This design comes from an exercise in tuning for small area and a short achievable clock period on the open sky130 flow, not from production work.
Function was checked by simulation only, so behaviour that the tests miss may differ from the original.
No activity file was given, so power comes from the tool's default toggle rates.

==> wip/willow: inputs <==
==> flow/design.v <==
module cic_slice #(parameter WS = 17)
  (
    input               clk,
    input               rst,       
    input               g,         
    input               upd,       
    input      [WS-1:0] x,         
    input      [4:0]    ki,        
    input      [4:0]    kc,        
    output     [4:0]    ko_i,      
    output     [4:0]    ko_c,      
    output     [WS-1:0] q_p1, q_d21, q_d30,
    output     [WS-1:0] q_p2, q_p3, q_d31, q_d40, q_d41
  );
  reg  [WS-1:0] i0, i1, i2, i3, i4;
  wire [WS+1:0] si0 = {1'b0, i0, 1'b1} + {1'b0, x,  ki[0]};
  wire [WS+1:0] si1 = {1'b0, i1, 1'b1} + {1'b0, i0, ki[1]};
  wire [WS+1:0] si2 = {1'b0, i2, 1'b1} + {1'b0, i1, ki[2]};
  wire [WS+1:0] si3 = {1'b0, i3, 1'b1} + {1'b0, i2, ki[3]};
  wire [WS+1:0] si4 = {1'b0, i4, 1'b1} + {1'b0, i3, ki[4]};
  always @(posedge clk) begin
    if (rst) begin
      i0 <= 0; i1 <= 0; i2 <= 0; i3 <= 0; i4 <= 0;
    end else if (g) begin
      i0 <= si0[WS:1]; i1 <= si1[WS:1]; i2 <= si2[WS:1];
      i3 <= si3[WS:1]; i4 <= si4[WS:1];
    end
  end
  reg  [WS-1:0] d00, d01, d10, d11, d20, d21, d30, d31, d40, d41;
  reg  [WS-1:0] p0, p1, p2, p3;
  wire [WS+1:0] sc0 = {1'b0, i4, 1'b1} + {1'b0, ~d01, kc[0]};
  wire [WS+1:0] sc1 = {1'b0, p0, 1'b1} + {1'b0, ~d11, kc[1]};
  wire [WS+1:0] sc2 = {1'b0, p1, 1'b1} + {1'b0, ~d21, kc[2]};
  wire [WS+1:0] sc3 = {1'b0, p2, 1'b1} + {1'b0, ~d31, kc[3]};
  wire [WS+1:0] sc4 = {1'b0, p3, 1'b1} + {1'b0, ~d41, kc[4]};
  always @(posedge clk) begin
    if (rst) begin
      d00 <= 0; d01 <= 0; d10 <= 0; d11 <= 0; d20 <= 0;
      d21 <= 0; d30 <= 0; d31 <= 0; d40 <= 0; d41 <= 0;
      p0 <= 0; p1 <= 0; p2 <= 0; p3 <= 0;
    end else if (upd) begin
      d00 <= i4; d01 <= d00;
      d10 <= p0; d11 <= d10;
      d20 <= p1; d21 <= d20;
      d30 <= p2; d31 <= d30;
      d40 <= p3; d41 <= d40;
      p0 <= sc0[WS:1]; p1 <= sc1[WS:1];
      p2 <= sc2[WS:1]; p3 <= sc3[WS:1];
    end
  end
  assign ko_i  = {si4[WS+1], si3[WS+1], si2[WS+1], si1[WS+1], si0[WS+1]};
  assign ko_c  = {sc4[WS+1], sc3[WS+1], sc2[WS+1], sc1[WS+1], sc0[WS+1]};
  assign q_p1  = p1;
  assign q_d21 = d21;
  assign q_d30 = d30;
  assign q_p2  = p2;
  assign q_p3  = p3;
  assign q_d31 = d31;
  assign q_d40 = d40;
  assign q_d41 = d41;
endmodule
module cic_decim
  (
    input             clk_i,
    input             rst_i,
    input             en_i,
    input      [15:0] data_i,
    output     [15:0] data_o,
    input             act_i,
    input             act_out_i,
    output            val_o
  );
  localparam WS = 17;
  wire g   = en_i & act_i;
  reg  a0, a1, a2, a3, a4;
  wire upd = en_i & act_out_i & a4;
  reg  c0, c1, c2, c3, vint;
  always @(posedge clk_i) begin
    if (rst_i) begin
      a0 <= 1'b0; a1 <= 1'b0; a2 <= 1'b0; a3 <= 1'b0; a4 <= 1'b0;
    end else if (g) begin
      a0 <= 1'b1; a1 <= a0; a2 <= a1; a3 <= a2; a4 <= a3;
    end else if (en_i & act_out_i) begin
      a4 <= 1'b0;
    end
  end
  always @(posedge clk_i) begin
    if (rst_i) begin
      c0 <= 1'b0; c1 <= 1'b0; c2 <= 1'b0; c3 <= 1'b0;
    end else if (upd) begin
      c0 <= 1'b1; c1 <= c0; c2 <= c1; c3 <= c2;
    end
  end
  always @(posedge clk_i) begin
    if (rst_i)     vint <= 1'b0;
    else if (en_i) vint <= upd & c3;
  end
  reg rst_1, g_1, upd_1, sgn_1;
  reg rst_2, g_2, upd_2, sgn_2;
  always @(posedge clk_i) begin
    rst_1 <= rst_i; g_1 <= g;   upd_1 <= upd;   sgn_1 <= data_i[15];
    rst_2 <= rst_1; g_2 <= g_1; upd_2 <= upd_1; sgn_2 <= sgn_1;
  end
  wire [4:0]    koi_a, koc_a, koi_b, koc_b, koi_c, koc_c;
  reg  [4:0]    kri_a, krc_a, kri_b, krc_b;
  wire [WS-1:0] a_p2, a_p3, a_d31, a_d40, a_d41;
  wire [WS-1:0] b_p2, b_p3, b_d31, b_d40, b_d41;
  wire [WS-1:0] c_p2, c_p3, c_d31, c_d40, c_d41;
  wire [WS-1:0] a_p1, a_d21, a_d30, b_p1, b_d21, b_d30, c_p1, c_d21, c_d30;
  cic_slice #(WS) sa (
    .clk(clk_i), .rst(rst_i), .g(g), .upd(upd),
    .x({data_i[15], data_i}), .ki(5'b00000), .kc(5'b11111),
    .ko_i(koi_a), .ko_c(koc_a),
    .q_p1(a_p1), .q_d21(a_d21), .q_d30(a_d30),
    .q_p2(a_p2), .q_p3(a_p3), .q_d31(a_d31), .q_d40(a_d40), .q_d41(a_d41));
  cic_slice #(WS) sb (
    .clk(clk_i), .rst(rst_1), .g(g_1), .upd(upd_1),
    .x({WS{sgn_1}}), .ki(kri_a), .kc(krc_a),
    .ko_i(koi_b), .ko_c(koc_b),
    .q_p1(b_p1), .q_d21(b_d21), .q_d30(b_d30),
    .q_p2(b_p2), .q_p3(b_p3), .q_d31(b_d31), .q_d40(b_d40), .q_d41(b_d41));
  cic_slice #(WS) sc (
    .clk(clk_i), .rst(rst_2), .g(g_2), .upd(upd_2),
    .x({WS{sgn_2}}), .ki(kri_b), .kc(krc_b),
    .ko_i(koi_c), .ko_c(koc_c),
    .q_p1(c_p1), .q_d21(c_d21), .q_d30(c_d30),
    .q_p2(c_p2), .q_p3(c_p3), .q_d31(c_d31), .q_d40(c_d40), .q_d41(c_d41));
  always @(posedge clk_i) begin
    kri_a <= koi_a; krc_a <= koc_a;
    kri_b <= koi_b; krc_b <= koc_b;
  end
  wire       kb4_now = koc_b[4];     
  wire       kb3_old = krc_b[3];     
  wire       kb4_old = krc_b[4];     
  reg  [15:0] p4c;                   
  wire [WS+1:0] a0_t = {1'b0, c_p3, 1'b1} + {1'b0, ~c_d41, 1'b0};
  wire [WS+1:0] a1_t = {1'b0, c_p3, 1'b1} + {1'b0, ~c_d41, 1'b1};
  wire [15:0]   ra0   = a0_t[WS:2];
  wire [15:0]   ra1   = a1_t[WS:2];
  wire          kc2   = krc_b[2];      
  wire [WS-1:0] f_a   = c_p1;
  wire [WS-1:0] f_b   = ~c_d21;
  wire [WS-1:0] f_c   = ~c_d30;
  wire [WS-1:0] f_d   = ~c_p3;
  wire [WS-1:0] f1_s  = f_a ^ f_b ^ f_c;
  wire [WS-1:0] f1_m  = {(f_a[WS-2:0] & f_b[WS-2:0]) | (f_a[WS-2:0] & f_c[WS-2:0]) |
                         (f_b[WS-2:0] & f_c[WS-2:0]), kc2};
  wire [WS-1:0] f2_s  = f1_s ^ f1_m ^ f_d;
  wire [WS-2:0] f2_m  = (f1_s[WS-2:0] & f1_m[WS-2:0]) | (f1_s[WS-2:0] & f_d[WS-2:0]) |
                        (f1_m[WS-2:0] & f_d[WS-2:0]);
  wire [WS-1:0] t_a   = c_p2;
  wire [WS-1:0] t_b   = ~c_d31;
  wire [WS-1:0] t_c   = ~c_d40;
  wire [WS-1:0] t_s   = t_a ^ t_b ^ t_c;
  wire [WS-2:0] t_m   = (t_a[WS-2:0] & t_b[WS-2:0]) | (t_a[WS-2:0] & t_c[WS-2:0]) |
                        (t_b[WS-2:0] & t_c[WS-2:0]);
  reg  [WS-1:0] cs_s;
  reg  [WS-2:0] cs_m;
  always @(posedge clk_i) begin
    if (rst_2) begin
      cs_s <= {WS{1'b0}};
      cs_m <= {(WS-1){1'b1}};
    end else if (upd_2) begin
      cs_s <= f2_s;
      cs_m <= f2_m;
    end else begin
      cs_s <= t_s;
      cs_m <= t_m;
    end
  end
  wire [WS-1:0] cs_c = {cs_m, kb3_old};
  wire [WS+1:0] b0_t = {1'b0, cs_s, 1'b1} + {1'b0, cs_c, 1'b0};
  wire [WS+1:0] b1_t = {1'b0, cs_s, 1'b1} + {1'b0, cs_c, 1'b1};
  wire [15:0]   rb0   = b0_t[WS:2];
  wire [15:0]   rb1   = b1_t[WS:2];
  wire [15:0]   z    = rst_2 ? 16'd0 : upd_2 ? (kb4_old ? ra1 : ra0) : p4c;
  wire [15:0]   y    = rst_2 ? 16'd0 :
                       upd_2 ? (kb4_now ? rb1 : rb0) : (kb4_now ? ra1 : ra0);
  wire [15:0] p4_now = rst_1 ? 16'd0 : upd_1 ? y : z;
  always @(posedge clk_i) p4c <= z;
  reg [15:0] dout;
  reg        vout;
  always @(posedge clk_i) begin
    if (rst_i) begin
      dout <= 16'd0;
      vout <= 1'b0;
    end else if (en_i) begin
      dout <= p4_now;
      vout <= vint;
    end
  end
  assign data_o = dout;
  assign val_o  = vout;
endmodule
==> flow/flow/run.sh <==
#!/bin/bash
# The standard layout (standard.sh), except that synthesis maps the logic with
# ABC under a delay target (flow/abc_map.script) instead of ORFS's default ABC
# script.  Everything else in synthesis is the standard script
# (synth_recipe.tcl: synth -nofsm -noshare, flatten, renames), so the registers
# are the standard synthesis's.
set -euo pipefail
here=$(pwd)
export MY_ABC_SCRIPT=$here/flow/abc_map.script

# ORFS's synth.tcl with only the abc call's script changed (and its -D dropped)
sed 's|log_cmd abc {\*}\$abc_args$|set abc_args [lreplace $abc_args 1 1 $::env(MY_ABC_SCRIPT)]; set di [lsearch $abc_args -D]; if {$di >= 0} { set abc_args [lreplace $abc_args $di [expr {$di+1}]] }; log_cmd abc {*}$abc_args|' \
  "$FLOW_HOME/scripts/synth.tcl" > my_orfs_synth.tcl
grep -q MY_ABC_SCRIPT my_orfs_synth.tcl

# The standard flow's synthesis script, sourcing the changed synth.tcl
sed "s|source \$::env(SCRIPTS_DIR)/synth.tcl|source $here/my_orfs_synth.tcl|" synth_recipe.tcl > my_synth.tcl
grep -q my_orfs_synth.tcl my_synth.tcl

# The standard layout, with that synthesis script
sed "s|SYNTH_SCRIPT=[^ ]*|SYNTH_SCRIPT=$here/my_synth.tcl|" standard.sh > my_standard.sh
grep -q my_synth.tcl my_standard.sh

bash my_standard.sh > make.log 2>&1
==> flow/flow/abc_map.script <==
strash
dch -f
map -D 1200
topo
buffer -p
upsize -D 1200
dnsize -D 1200
stime -p
==> flow/standard.sh <==
#!/bin/bash
# synth_recipe.tcl (not shown) runs the flow's synth.tcl, then flattens the netlist and writes it again
# the make line also repeats each setting of config.mk as NAME=value (left out here)
make -C /OpenROAD-flow-scripts/flow DESIGN_CONFIG=/design/flow/config.mk WORK_HOME=/design/flow/orfs CLKGATE_MAP_FILE= SYNTH_SCRIPT=/design/flow/synth_recipe.tcl "${@:-finish}"
==> flow/config.mk <==
export PLATFORM = sky130hd
export DESIGN_NAME = cic_decim
export DESIGN_NICKNAME = cic_decim
export VERILOG_FILES = /design/flow/design.v
export SDC_FILE = /design/flow/constraint.sdc
export NUM_CORES = 4
export LEC_CHECK = 0
export CAP_MARGIN = 20
export CORE_MARGIN = 2
export CORE_UTILIZATION = 40
export CTS_CLUSTER_DIAMETER = 100
export CTS_CLUSTER_SIZE = 30
export SETUP_SLACK_MARGIN = 1.5
export SLEW_MARGIN = 20
==> flow/constraint.sdc <==
create_clock -name core_clock -period 4.0 [get_ports {clk_i}]
set_input_delay 0.8000 -clock core_clock [delete_from_list [all_inputs] [get_ports {clk_i}]]
set_output_delay 0.8000 -clock core_clock [all_outputs]
set_load 0.01 [all_outputs]
==> wip/lagoon: changes against wip/willow <==
==> flow/run.sh (new file) <==
#!/bin/bash
# synth_recipe.tcl (not shown) runs the flow's synth.tcl, then flattens the netlist and writes it again
# the make line also repeats each setting of config.mk as NAME=value (left out here)
make -C /OpenROAD-flow-scripts/flow DESIGN_CONFIG=/design/flow/config.mk WORK_HOME=/design/flow/orfs CLKGATE_MAP_FILE= SYNTH_SCRIPT=/design/flow/synth_recipe.tcl finish
--- a/flow/config.mk
+++ b/flow/config.mk
@@ -10,5 +10,3 @@
 export CORE_UTILIZATION = 40
-export CTS_CLUSTER_DIAMETER = 100
-export CTS_CLUSTER_SIZE = 30
-export SETUP_SLACK_MARGIN = 1.5
+export SETUP_SLACK_MARGIN = 1.0
 export SLEW_MARGIN = 20
removed: flow/flow/run.sh
removed: flow/flow/abc_map.script
removed: flow/standard.sh
==> wip/yarrow: changes against wip/willow <==
--- a/flow/design.v
+++ b/flow/design.v
@@ -11,3 +11,2 @@
     output     [4:0]    ko_c,      
-    output     [WS-1:0] q_p1, q_d21, q_d30,
     output     [WS-1:0] q_p2, q_p3, q_d31, q_d40, q_d41
@@ -52,5 +51,2 @@
   assign ko_c  = {sc4[WS+1], sc3[WS+1], sc2[WS+1], sc1[WS+1], sc0[WS+1]};
-  assign q_p1  = p1;
-  assign q_d21 = d21;
-  assign q_d30 = d30;
   assign q_p2  = p2;
@@ -108,3 +104,2 @@
   wire [WS-1:0] c_p2, c_p3, c_d31, c_d40, c_d41;
-  wire [WS-1:0] a_p1, a_d21, a_d30, b_p1, b_d21, b_d30, c_p1, c_d21, c_d30;
   cic_slice #(WS) sa (
@@ -113,3 +108,2 @@
     .ko_i(koi_a), .ko_c(koc_a),
-    .q_p1(a_p1), .q_d21(a_d21), .q_d30(a_d30),
     .q_p2(a_p2), .q_p3(a_p3), .q_d31(a_d31), .q_d40(a_d40), .q_d41(a_d41));
@@ -119,3 +113,2 @@
     .ko_i(koi_b), .ko_c(koc_b),
-    .q_p1(b_p1), .q_d21(b_d21), .q_d30(b_d30),
     .q_p2(b_p2), .q_p3(b_p3), .q_d31(b_d31), .q_d40(b_d40), .q_d41(b_d41));
@@ -125,3 +118,2 @@
     .ko_i(koi_c), .ko_c(koc_c),
-    .q_p1(c_p1), .q_d21(c_d21), .q_d30(c_d30),
     .q_p2(c_p2), .q_p3(c_p3), .q_d31(c_d31), .q_d40(c_d40), .q_d41(c_d41));
@@ -135,45 +127,18 @@
   reg  [15:0] p4c;                   
-  wire [WS+1:0] a0_t = {1'b0, c_p3, 1'b1} + {1'b0, ~c_d41, 1'b0};
-  wire [WS+1:0] a1_t = {1'b0, c_p3, 1'b1} + {1'b0, ~c_d41, 1'b1};
-  wire [15:0]   ra0   = a0_t[WS:2];
-  wire [15:0]   ra1   = a1_t[WS:2];
-  wire          kc2   = krc_b[2];      
-  wire [WS-1:0] f_a   = c_p1;
-  wire [WS-1:0] f_b   = ~c_d21;
-  wire [WS-1:0] f_c   = ~c_d30;
-  wire [WS-1:0] f_d   = ~c_p3;
-  wire [WS-1:0] f1_s  = f_a ^ f_b ^ f_c;
-  wire [WS-1:0] f1_m  = {(f_a[WS-2:0] & f_b[WS-2:0]) | (f_a[WS-2:0] & f_c[WS-2:0]) |
-                         (f_b[WS-2:0] & f_c[WS-2:0]), kc2};
-  wire [WS-1:0] f2_s  = f1_s ^ f1_m ^ f_d;
-  wire [WS-2:0] f2_m  = (f1_s[WS-2:0] & f1_m[WS-2:0]) | (f1_s[WS-2:0] & f_d[WS-2:0]) |
-                        (f1_m[WS-2:0] & f_d[WS-2:0]);
-  wire [WS-1:0] t_a   = c_p2;
-  wire [WS-1:0] t_b   = ~c_d31;
-  wire [WS-1:0] t_c   = ~c_d40;
-  wire [WS-1:0] t_s   = t_a ^ t_b ^ t_c;
-  wire [WS-2:0] t_m   = (t_a[WS-2:0] & t_b[WS-2:0]) | (t_a[WS-2:0] & t_c[WS-2:0]) |
-                        (t_b[WS-2:0] & t_c[WS-2:0]);
-  reg  [WS-1:0] cs_s;
-  reg  [WS-2:0] cs_m;
-  always @(posedge clk_i) begin
-    if (rst_2) begin
-      cs_s <= {WS{1'b0}};
-      cs_m <= {(WS-1){1'b1}};
-    end else if (upd_2) begin
-      cs_s <= f2_s;
-      cs_m <= f2_m;
-    end else begin
-      cs_s <= t_s;
-      cs_m <= t_m;
-    end
-  end
-  wire [WS-1:0] cs_c = {cs_m, kb3_old};
-  wire [WS+1:0] b0_t = {1'b0, cs_s, 1'b1} + {1'b0, cs_c, 1'b0};
-  wire [WS+1:0] b1_t = {1'b0, cs_s, 1'b1} + {1'b0, cs_c, 1'b1};
-  wire [15:0]   rb0   = b0_t[WS:2];
-  wire [15:0]   rb1   = b1_t[WS:2];
-  wire [15:0]   z    = rst_2 ? 16'd0 : upd_2 ? (kb4_old ? ra1 : ra0) : p4c;
+  wire [WS+1:0] z_t   = {1'b0, c_p3, 1'b1} + {1'b0, ~c_d41, kb4_old};
+  wire [WS-1:0] z_sum = z_t[WS:1];
+  wire [15:0]   z     = rst_2 ? 16'd0 : upd_2 ? z_sum[WS-1:1] : p4c;
+  wire [WS-1:0] t_a  = c_p2;
+  wire [WS-1:0] t_b  = ~c_d31;
+  wire [WS-1:0] t_c  = ~c_d40;
+  wire [WS-1:0] cs_s = t_a ^ t_b ^ t_c;
+  wire [WS-1:0] cs_c = {(t_a[WS-2:0] & t_b[WS-2:0]) | (t_a[WS-2:0] & t_c[WS-2:0]) |
+                        (t_b[WS-2:0] & t_c[WS-2:0]), kb3_old};
+  wire [WS-1:0] u_a  = upd_2 ? cs_s : c_p3;
+  wire [WS-1:0] u_b  = upd_2 ? cs_c : ~c_d41;
+  wire [WS-1:0] y0   = u_a + u_b;
+  wire [WS+1:0] y1_t = {1'b0, u_a, 1'b1} + {1'b0, u_b, 1'b1};
+  wire [WS-1:0] y1   = y1_t[WS:1];
   wire [15:0]   y    = rst_2 ? 16'd0 :
-                       upd_2 ? (kb4_now ? rb1 : rb0) : (kb4_now ? ra1 : ra0);
+                       kb4_now ? y1[WS-1:1] : y0[WS-1:1];
   wire [15:0] p4_now = rst_1 ? 16'd0 : upd_1 ? y : z;
==> flow/run.sh (new file) <==
#!/bin/bash
# synth_recipe.tcl (not shown) runs the flow's synth.tcl, then flattens the netlist and writes it again
# the make line also repeats each setting of config.mk as NAME=value (left out here)
make -C /OpenROAD-flow-scripts/flow DESIGN_CONFIG=/design/flow/config.mk WORK_HOME=/design/flow/orfs CLKGATE_MAP_FILE= SYNTH_SCRIPT=/design/flow/synth_recipe.tcl finish
--- a/flow/config.mk
+++ b/flow/config.mk
@@ -9,6 +9,4 @@
 export CORE_MARGIN = 2
-export CORE_UTILIZATION = 40
-export CTS_CLUSTER_DIAMETER = 100
-export CTS_CLUSTER_SIZE = 30
-export SETUP_SLACK_MARGIN = 1.5
+export CORE_UTILIZATION = 70
+export SETUP_SLACK_MARGIN = 1.0
 export SLEW_MARGIN = 20
removed: flow/flow/run.sh
removed: flow/flow/abc_map.script
removed: flow/standard.sh
==> wip/cedar: changes against wip/willow <==
--- a/flow/config.mk
+++ b/flow/config.mk
@@ -10,4 +10,2 @@
 export CORE_UTILIZATION = 40
-export CTS_CLUSTER_DIAMETER = 100
-export CTS_CLUSTER_SIZE = 30
 export SETUP_SLACK_MARGIN = 1.5
==> comparison <==
- First-iteration DRC count: wip/cedar is higher than wip/yarrow (about 0.6%).
- Against wip/cedar, the routed wire length of wip/yarrow is smaller by about 8%.
- Against wip/yarrow, the die area of wip/cedar is higher by 78%.
- Non-clock buffer count, highest first: wip/cedar, wip/willow, wip/lagoon, wip/yarrow.
- Design area: wip/cedar is larger than wip/willow (about 4%).
- Of wip/yarrow and wip/lagoon, wip/lagoon has the higher area after synthesis (gap 6.0%, measured against wip/lagoon).
- Utilization: wip/lagoon is lower than wip/yarrow (33 points).
- Between wip/yarrow and wip/cedar, the lower clock power is in wip/yarrow (gap about 9%, measured against wip/cedar).
- Of wip/yarrow and wip/willow, wip/willow has the higher flip-flop and latch count (gap 33).
==> figures <==
| quantity | wip/cedar | wip/yarrow | wip/willow | wip/lagoon |
|---|---|---|---|---|
| Outcome | timing/DRC/antenna clean | timing/DRC/antenna clean | timing/DRC/antenna clean | timing/DRC/antenna clean |
| Internal reg-to-reg setup slack | 1.57 ns | 0.88 ns | 1.61 ns | 0.85 ns |
| Portion of total power attributed to the clock network | 41.9% | 46.8% | 28.1% | 48.2% |
| Routed WL per cell | 14.1 um | 15.4 um | 14.1 um | 14.3 um |
| Multiplexer area fraction after synthesis | 0% | 9.18% | 0% | 8.18% |
| Min-Delay Endpoint | sa.d41[13] | sa.d41[13] | sa.d41[13] | sa.d31[9] |
| Sequential cell area | 21600 um2 | 20900 um2 | 21600 um2 | 21500 um2 |
| Non-clock inverter total of the final layout | 762 | 422 | 762 | 519 |
| Number of core rows | 140 | 105 | 140 | 143 |
| Number of sequential cells in the layout | 1073 | 1040 | 1073 | 1073 |
| Setup slack after layout | 1.57 ns | 0.883 ns | 1.61 ns | 0.852 ns |
| Die area | 150000 um2 | 84500 um2 | 150000 um2 | 156000 um2 |
| Cell type of the slowest stage on the worst timing path | dfxtp_1 | a2111o_1 | dfxtp_1 | or4_4 |
| Number of placed instances with taps included | 9162 | 7701 | 9162 | 9175 |
| Register fraction of the total cell area | 32.2% | 32.8% | 33.6% | 31.2% |
| Power Total | 27200 uW | 22200 uW | 21900 uW | 23400 uW |
| Number of multi-input combinational cells in the layout | 5341 | 5075 | 5339 | 5450 |
| Final-layout worst hold slack | 0.452 ns | 0.428 ns | 0.460 ns | 0.441 ns |
| Pin count of the biggest net entering global routing | 260 | 160 | 260 | 180 |
| Met2 Use GR | 29.0% | 47.5% | 29.0% | 29.0% |

==> re-timing with driven ports <==
No port has a modelled driver above. Below, the same layouts with a new extraction and two added sets of constraints. Step 1 assumes that a clkbuf_16 drives the clock port and a buf_2 every other input. Step 2 also shifts input and output timing later by t, the mid clock arrival at the registers, as if the neighbouring blocks saw the same clock. a / b / c = ideal ports / drivers / drivers and shift; a / b = the first two.
run | t (ns) | setup WS [ns] | clock arrival spread, ns | slew at the worst register clock pin (ns)
wip/willow | 0.746 | 1.609 / 1.547 / 0.962 | 0.028 / 0.029 | 0.12 / 0.12
wip/lagoon | 0.801 | 0.852 / 0.852 / 0.367 | 0.037 / 0.037 | 0.06 / 0.06
wip/yarrow | 0.726 | 0.883 / 0.883 / 0.487 | 0.026 / 0.025 | 0.07 / 0.07
wip/cedar | 0.796 | 1.572 / 1.517 / 0.875 | 0.039 / 0.039 | 0.07 / 0.07
After both steps every run listed still meets setup and hold. For wip/cedar, which loses most, drivers alone change the setup slack by -0.055 ns; drivers and shift together by -0.697 ns.
